Source: an optimization exercise on an open RTL-to-GDS flow (aim: small area). Production flows keep margins and buffers that such runs may drop. RTL that was checked went through simulation tests only; none was proved equivalent to the original. The clock port is modelled as an ideal driver, which makes a skipped or thinned clock tree look cheaper than it is; a real chip needs a root buffer or a tree.

== garnet ==
==> flow/design.v <==
`timescale 1ns/1ps
module top (
  input clk_i,
  input rst_ni,
  input uart_rx_i,
  output uart_tx_o,
  output LED_R,
  output LED_G,
  output LED_B
);
localparam logic [6:0] BT_END  = 7'b0000001;
localparam logic [6:0] BT_BIT  = 7'b0000011;   
localparam logic [6:0] BT_HALF = 7'b0100110;   
function automatic logic [6:0] bt_next(input logic [6:0] x);
  bt_next = {x[5:0], x[6] ^ x[5] ^ x[1] ^ x[0]};
endfunction
logic [2:0] sync;
always_ff @(posedge clk_i or negedge rst_ni) begin
  if (!rst_ni) sync <= 3'b0;
  else         sync <= {sync[1:0], uart_rx_i};
end
localparam logic [1:0] R_IDLE = 2'd0, R_START = 2'd1, R_DATA = 2'd2, R_STOP = 2'd3;
logic [1:0] rstate;
logic [6:0] rcnt;
logic [2:0] rbit;
logic [7:0] rdata;
logic       rzero, offer, wpulse;
assign rzero  = (rcnt == BT_END);
assign offer  = !rstate[1] && (rbit == 3'd6);
assign wpulse = !rstate[1] && (rbit == 3'd7);
always_ff @(posedge clk_i or negedge rst_ni) begin
  if (!rst_ni) begin
    rstate <= R_IDLE;
    rbit   <= 3'd0;
  end else begin
    case (rstate)
      R_IDLE:  if (sync[2:1] == 2'b10) rstate <= R_START;
      R_START: if (rzero) rstate <= (sync[2:1] == 2'b00) ? R_DATA : R_IDLE;
      R_DATA:  if (rzero && rbit == 3'd7) rstate <= R_STOP;
      R_STOP:  if (rzero) rstate <= R_IDLE;
    endcase
    if (rstate == R_STOP) begin
      if (rzero) rbit <= 3'd4;
    end else if (rstate == R_DATA) begin
      if (rzero) rbit <= rbit + 3'd1;
    end else if (rbit != 3'd0) begin
      rbit <= rbit + 3'd1;
    end
  end
end
always_ff @(posedge clk_i) begin
  if (rstate == R_IDLE) rcnt <= BT_HALF;
  else                  rcnt <= bt_next(rcnt);
  if (rstate == R_DATA && rzero) rdata <= {sync[2], rdata[7:1]};
end
logic [2:0] led;
always_ff @(posedge clk_i or negedge rst_ni) begin
  if (!rst_ni)    led <= 3'b0;
  else if (offer) led <= rdata[2:0];
end
assign LED_R = led[2];
assign LED_G = led[1];
assign LED_B = led[0];
logic [7:0] ring [0:15];
logic [3:0] wdist, rdist;
logic same, lastw, full, empty, commit, load, ins, wvalid, tstart;
assign same   = (wdist == rdist);
assign full   = same && lastw;
assign empty  = same && !lastw;
assign commit = wpulse && !full;
assign ins    = wvalid && (wdist == 4'd1) && !(full && tstart);
always_ff @(posedge clk_i) begin
  ring[0] <= ins ? rdata : ring[15];
  for (int i = 1; i < 16; i++) ring[i] <= ring[i-1];
end
always_ff @(posedge clk_i or negedge rst_ni) begin
  if (!rst_ni) begin
    wdist  <= 4'd0;
    rdist  <= 4'd0;
    lastw  <= 1'b0;
    wvalid <= 1'b0;
  end else begin
    if (commit) wvalid <= 1'b1;
    else if (rstate == R_DATA && rzero) wvalid <= 1'b0;
    if (commit)    lastw <= 1'b1;
    else if (load) lastw <= 1'b0;
    if (!commit) wdist <= wdist - 4'd1;
    if (!load)   rdist <= rdist - 4'd1;
  end
end
logic tbusy, tready;
logic [9:0] tsr;
logic [6:0] tcnt;
logic tzero, tlast;
assign tzero = (tcnt == BT_END);
assign tlast = (tsr[9:1] == 9'd0);
assign load  = tready && !tbusy;
always_ff @(posedge clk_i) begin
  if (tbusy && tzero)                tsr[9:1] <= {1'b0, tsr[9:2]};
  else if (tstart && rdist == 4'd1)  tsr[9:1] <= {1'b1, ring[15]};
  if (!tbusy) tcnt <= BT_BIT;
  else        tcnt <= bt_next(tcnt);
end
always_ff @(posedge clk_i or negedge rst_ni) begin
  if (!rst_ni) begin
    tbusy  <= 1'b0;
    tstart <= 1'b0;
    tready <= 1'b0;
    tsr[0] <= 1'b1;
  end else begin
    tready <= !empty && !tbusy;
    if (!tbusy) begin
      if (load) begin
        tbusy  <= 1'b1;
        tstart <= 1'b1;
        tsr[0] <= 1'b0;
      end
    end else if (tzero) begin
      tstart <= 1'b0;
      if (tlast) tbusy  <= 1'b0;
      else       tsr[0] <= tsr[1];
    end
  end
end
assign uart_tx_o = tsr[0];
endmodule
==> flow/config.mk <==
export PLATFORM = sky130hd
export DESIGN_NAME = top
export DESIGN_NICKNAME = top
export VERILOG_FILES = /design/flow/design.v
export SDC_FILE = /design/flow/constraint.sdc
export NUM_CORES = 4
export LEC_CHECK = 0
export ABC_AREA = 1
export CAP_MARGIN = 20
export CORE_MARGIN = 2
export CORE_UTILIZATION = 60
export SLEW_MARGIN = 20
==> flow/constraint.sdc <==
create_clock -name core_clock -period 10.0 [get_ports {clk_i}]
set_input_delay 2.0000 -clock core_clock [delete_from_list [all_inputs] [get_ports {clk_i}]]
set_output_delay 2.0000 -clock core_clock [all_outputs]
set_load 0.01 [all_outputs]
standard.sh (not shown) runs the stock make flow with config.mk's settings and CLKGATE_MAP_FILE= SYNTH_SCRIPT=/design/flow/synth_recipe.tcl, a recipe that flattens the netlist after the stock synthesis.
==> flow/flow/run.sh <==
#!/bin/bash
# Standard ORFS layout; clock tree built without dummy loads.
export CTS_ARGS="-sink_clustering_enable -repair_clock_nets -dont_use_dummy_load -buf_list sky130_fd_sc_hd__clkbuf_8 -sink_clustering_size 40 -sink_clustering_max_diameter 100"
bash standard.sh finish > standard.log 2>&1
#### Input delta (indigo over garnet)
diff --git a/flow/design.v b/flow/design.v
--- a/flow/design.v
+++ b/flow/design.v
@@ -68,7 +68,7 @@
 assign full   = same && lastw;
 assign empty  = same && !lastw;
 assign commit = wpulse && !full;
-assign ins    = wvalid && (wdist == 4'd1) && !(full && tstart);
+assign ins    = wvalid && (wdist == 4'd1) && !(lastw && tstart);
 always_ff @(posedge clk_i) begin
   ring[0] <= ins ? rdata : ring[15];
   for (int i = 1; i < 16; i++) ring[i] <= ring[i-1];
--- outcome ---
- All of garnet and indigo finish clean.
- Compared with garnet, indigo improves reported net switching power.
- Between garnet and indigo, the die span in y figures differ only marginally.
- Synthesized area: garnet vs indigo — no meaningful difference
- Between indigo and garnet, it is indigo whose setup slack is lower, by 18 ps.
- Taking garnet as the reference point, the final period demand of the worst path of indigo rises by 18 ps.
- Looking at met1 wire length, indigo sits about 1.7% lower than garnet does.
- Sequential share of cell area across garnet and indigo: no real change.
- From indigo to garnet, sequential cell count did not move at all.
The RTL of garnet was laid out without a check of its function.

---

Setup of JK:
RTL: one of the versions met above, not the one the previous note started from.
Size in the first run: ~180 flip-flops, roughly 5100 um^2 of cells after synthesis.
==> module top, before the edit <==
module top (
  input clk_i,
  input rst_ni,
  input uart_rx_i,
  output uart_tx_o,
  output LED_R,
  output LED_G,
  output LED_B
);
localparam logic [6:0] BT_END  = 7'b0000001;
localparam logic [6:0] BT_BIT  = 7'b0000011;   
localparam logic [6:0] BT_HALF = 7'b0100110;   
function automatic logic [6:0] bt_next(input logic [6:0] x);
  bt_next = {x[5:0], x[6] ^ x[5] ^ x[1] ^ x[0]};
endfunction
logic [2:0] sync;
always_ff @(posedge clk_i or negedge rst_ni) begin
  if (!rst_ni) sync <= 3'b0;
  else         sync <= {sync[1:0], uart_rx_i};
end
localparam logic [1:0] R_IDLE = 2'd0, R_START = 2'd1, R_DATA = 2'd2, R_STOP = 2'd3;
logic [1:0] rstate;
logic [6:0] rcnt;
logic [2:0] rbit;
logic [7:0] rdata;
logic       rzero, offer, wpulse;
assign rzero  = (rcnt == BT_END);
assign offer  = !rstate[1] && (rbit == 3'd6);
assign wpulse = !rstate[1] && (rbit == 3'd7);
always_ff @(posedge clk_i or negedge rst_ni) begin
  if (!rst_ni) begin
    rstate <= R_IDLE;
    rbit   <= 3'd0;
  end else begin
    case (rstate)
      R_IDLE:  if (sync[2:1] == 2'b10) rstate <= R_START;
      R_START: if (rzero) rstate <= (sync[2:1] == 2'b00) ? R_DATA : R_IDLE;
      R_DATA:  if (rzero && rbit == 3'd7) rstate <= R_STOP;
      R_STOP:  if (rzero) rstate <= R_IDLE;
    endcase
    if (rstate == R_STOP) begin
      if (rzero) rbit <= 3'd4;
    end else if (rstate == R_DATA) begin
      if (rzero) rbit <= rbit + 3'd1;
    end else if (rbit != 3'd0) begin
      rbit <= rbit + 3'd1;
    end
  end
end
always_ff @(posedge clk_i) begin
  if (rstate == R_IDLE) rcnt <= BT_HALF;
  else                  rcnt <= bt_next(rcnt);
  if (rstate == R_DATA && rzero) rdata <= {sync[2], rdata[7:1]};
end
logic [2:0] led;
always_ff @(posedge clk_i or negedge rst_ni) begin
  if (!rst_ni)    led <= 3'b0;
  else if (offer) led <= rdata[2:0];
end
assign LED_R = led[2];
assign LED_G = led[1];
assign LED_B = led[0];
logic [7:0] ring [0:15];
logic [3:0] wdist, rdist;
logic same, lastw, full, empty, commit, load, ins, wvalid, tstart;
assign same   = (wdist == rdist);
assign full   = same && lastw;
assign empty  = same && !lastw;
assign commit = wpulse && !full;
assign ins    = wvalid && (wdist == 4'd1) && !(lastw && tstart);
always_ff @(posedge clk_i) begin
  ring[0] <= ins ? rdata : ring[15];
  for (int i = 1; i < 16; i++) ring[i] <= ring[i-1];
end
always_ff @(posedge clk_i or negedge rst_ni) begin
  if (!rst_ni) begin
    wdist  <= 4'd0;
    rdist  <= 4'd0;
    lastw  <= 1'b0;
    wvalid <= 1'b0;
  end else begin
    if (commit) wvalid <= 1'b1;
    else if (rstate == R_DATA && rzero) wvalid <= 1'b0;
    if (commit)    lastw <= 1'b1;
    else if (load) lastw <= 1'b0;
    if (!commit) wdist <= wdist - 4'd1;
    if (!load)   rdist <= rdist - 4'd1;
  end
end
logic tbusy, tready;
logic [9:0] tsr;
logic [6:0] tcnt;
logic tzero, tlast;
assign tzero = (tcnt == BT_END);
assign tlast = (tsr[9:1] == 9'd0);
assign load  = tready && !tbusy;
always_ff @(posedge clk_i) begin
  if (tbusy && tzero)                tsr[9:1] <= {1'b0, tsr[9:2]};
  else if (tstart && rdist == 4'd1)  tsr[9:1] <= {1'b1, ring[15]};
  if (!tbusy) tcnt <= BT_BIT;
  else        tcnt <= bt_next(tcnt);
end
always_ff @(posedge clk_i or negedge rst_ni) begin
  if (!rst_ni) begin
    tbusy  <= 1'b0;
    tstart <= 1'b0;
    tready <= 1'b0;
    tsr[0] <= 1'b1;
  end else begin
    tready <= !empty && !tbusy;
    if (!tbusy) begin
      if (load) begin
        tbusy  <= 1'b1;
        tstart <= 1'b1;
        tsr[0] <= 1'b0;
      end
    end else if (tzero) begin
      tstart <= 1'b0;
      if (tlast) tbusy  <= 1'b0;
      else       tsr[0] <= tsr[1];
    end
  end
end
assign uart_tx_o = tsr[0];
endmodule
clock: 10.0 ns
lec_check: 0
abc_area: 1
cap_margin: 20
core_margin: 2
core_utilization: 70
slew_margin: 20
==> flow/flow/run.sh <==
#!/bin/bash
# Standard ORFS layout, except that the clock tree is a small hand-built one
# (flow/clock_tree.tcl) instead of TritonCTS's.
set -e
here=$(pwd)
cp -r "$FLOW_HOME/scripts" "$here/scripts"
python3 - "$here/scripts/cts.tcl" "$here/flow/clock_tree.tcl" <<'PY'
import sys
p, tree = sys.argv[1], sys.argv[2]
s = open(p).read()
old = "log_cmd clock_tree_synthesis {*}$cts_args"
assert old in s
s = s.replace(old, "source " + tree)
open(p, "w").write(s)
PY
export CT_LEAVES=9 BUFFER_PORTS_ARGS="-buffer_cell sky130_fd_sc_hd__buf_1"
bash standard.sh SCRIPTS_DIR="$here/scripts" finish > standard.log 2>&1
Other scripts of this flow, unchanged in this note and not shown: flow/flow/clock_tree.tcl
Relative to JK, the following input files were edited for MS:
--- a/flow/design.v
+++ b/flow/design.v
@@ -14,11 +14,13 @@
 function automatic logic [6:0] bt_next(input logic [6:0] x);
   bt_next = {x[5:0], x[6] ^ x[5] ^ x[1] ^ x[0]};
 endfunction
-logic [2:0] sync;
+logic rxd;
 always_ff @(posedge clk_i or negedge rst_ni) begin
-  if (!rst_ni) sync <= 3'b0;
-  else         sync <= {sync[1:0], uart_rx_i};
+  if (!rst_ni) rxd <= 1'b0;
+  else         rxd <= uart_rx_i;
 end
+logic [1:0] line;
+assign line = {rxd, uart_rx_i};
 localparam logic [1:0] R_IDLE = 2'd0, R_START = 2'd1, R_DATA = 2'd2, R_STOP = 2'd3;
 logic [1:0] rstate;
 logic [6:0] rcnt;
@@ -34,13 +36,13 @@
     rbit   <= 3'd0;
   end else begin
     case (rstate)
-      R_IDLE:  if (sync[2:1] == 2'b10) rstate <= R_START;
-      R_START: if (rzero) rstate <= (sync[2:1] == 2'b00) ? R_DATA : R_IDLE;
+      R_IDLE:  if (line == 2'b10) rstate <= R_START;
+      R_START: if (rzero) rstate <= (line == 2'b00) ? R_DATA : R_IDLE;
       R_DATA:  if (rzero && rbit == 3'd7) rstate <= R_STOP;
       R_STOP:  if (rzero) rstate <= R_IDLE;
     endcase
     if (rstate == R_STOP) begin
-      if (rzero) rbit <= 3'd4;
+      if (rzero) rbit <= 3'd2;
     end else if (rstate == R_DATA) begin
       if (rzero) rbit <= rbit + 3'd1;
     end else if (rbit != 3'd0) begin
@@ -51,7 +53,7 @@
 always_ff @(posedge clk_i) begin
   if (rstate == R_IDLE) rcnt <= BT_HALF;
   else                  rcnt <= bt_next(rcnt);
-  if (rstate == R_DATA && rzero) rdata <= {sync[2], rdata[7:1]};
+  if (rstate == R_DATA && rzero) rdata <= {rxd, rdata[7:1]};
 end
 logic [2:0] led;
 always_ff @(posedge clk_i or negedge rst_ni) begin
==> run summary <==
Diff JK..MS | final critical-path setup slack | negligible
On MS: wire length is 49 um higher than what JK gave.
Compared with JK, MS shows flip-flop and latch count lower by 2.
Between MS and JK, the latest clock arrival within the worst-skew pair does not differ in any meaningful way.
From JK to MS the numbers moved as follows: headroom to the max-slew limit fell 4.1 points, first-pass GRT wire length fell about 2.7%.
No run of this note takes its clock network from TritonCTS; it comes from the design's own scripts or RTL.

afterwards: timing with drivers on the ports:
No port has a modelled driver above. Below, the same layouts with a new extraction and two added sets of constraints.
Step 1, drivers: a clkbuf_16 drives clk_i and a buf_2 each remaining input, both assumed.
Step 2 adds t to the input delays and takes it off the output delays; t is the mean of the earliest and latest rising clock arrival at the registers after step 1. Input paths then give back, and output paths get back, about the clock's delay inside the block.
Three values: ideal ports, drivers, drivers and shift; two values: the first two.
run | t (ns) | slack for setup (ns) | worst setup path after step 2
garnet | 0.449 | 6.554 / 6.521 / 6.970 | register to output
indigo | 0.450 | 6.536 / 6.505 / 6.955 | register to output
JK | 0.384 | 6.953 / 6.920 / 7.304 | register to output
MS | 0.381 | 6.953 / 6.919 / 7.300 | register to output
After both steps setup and hold are still met in every run listed.
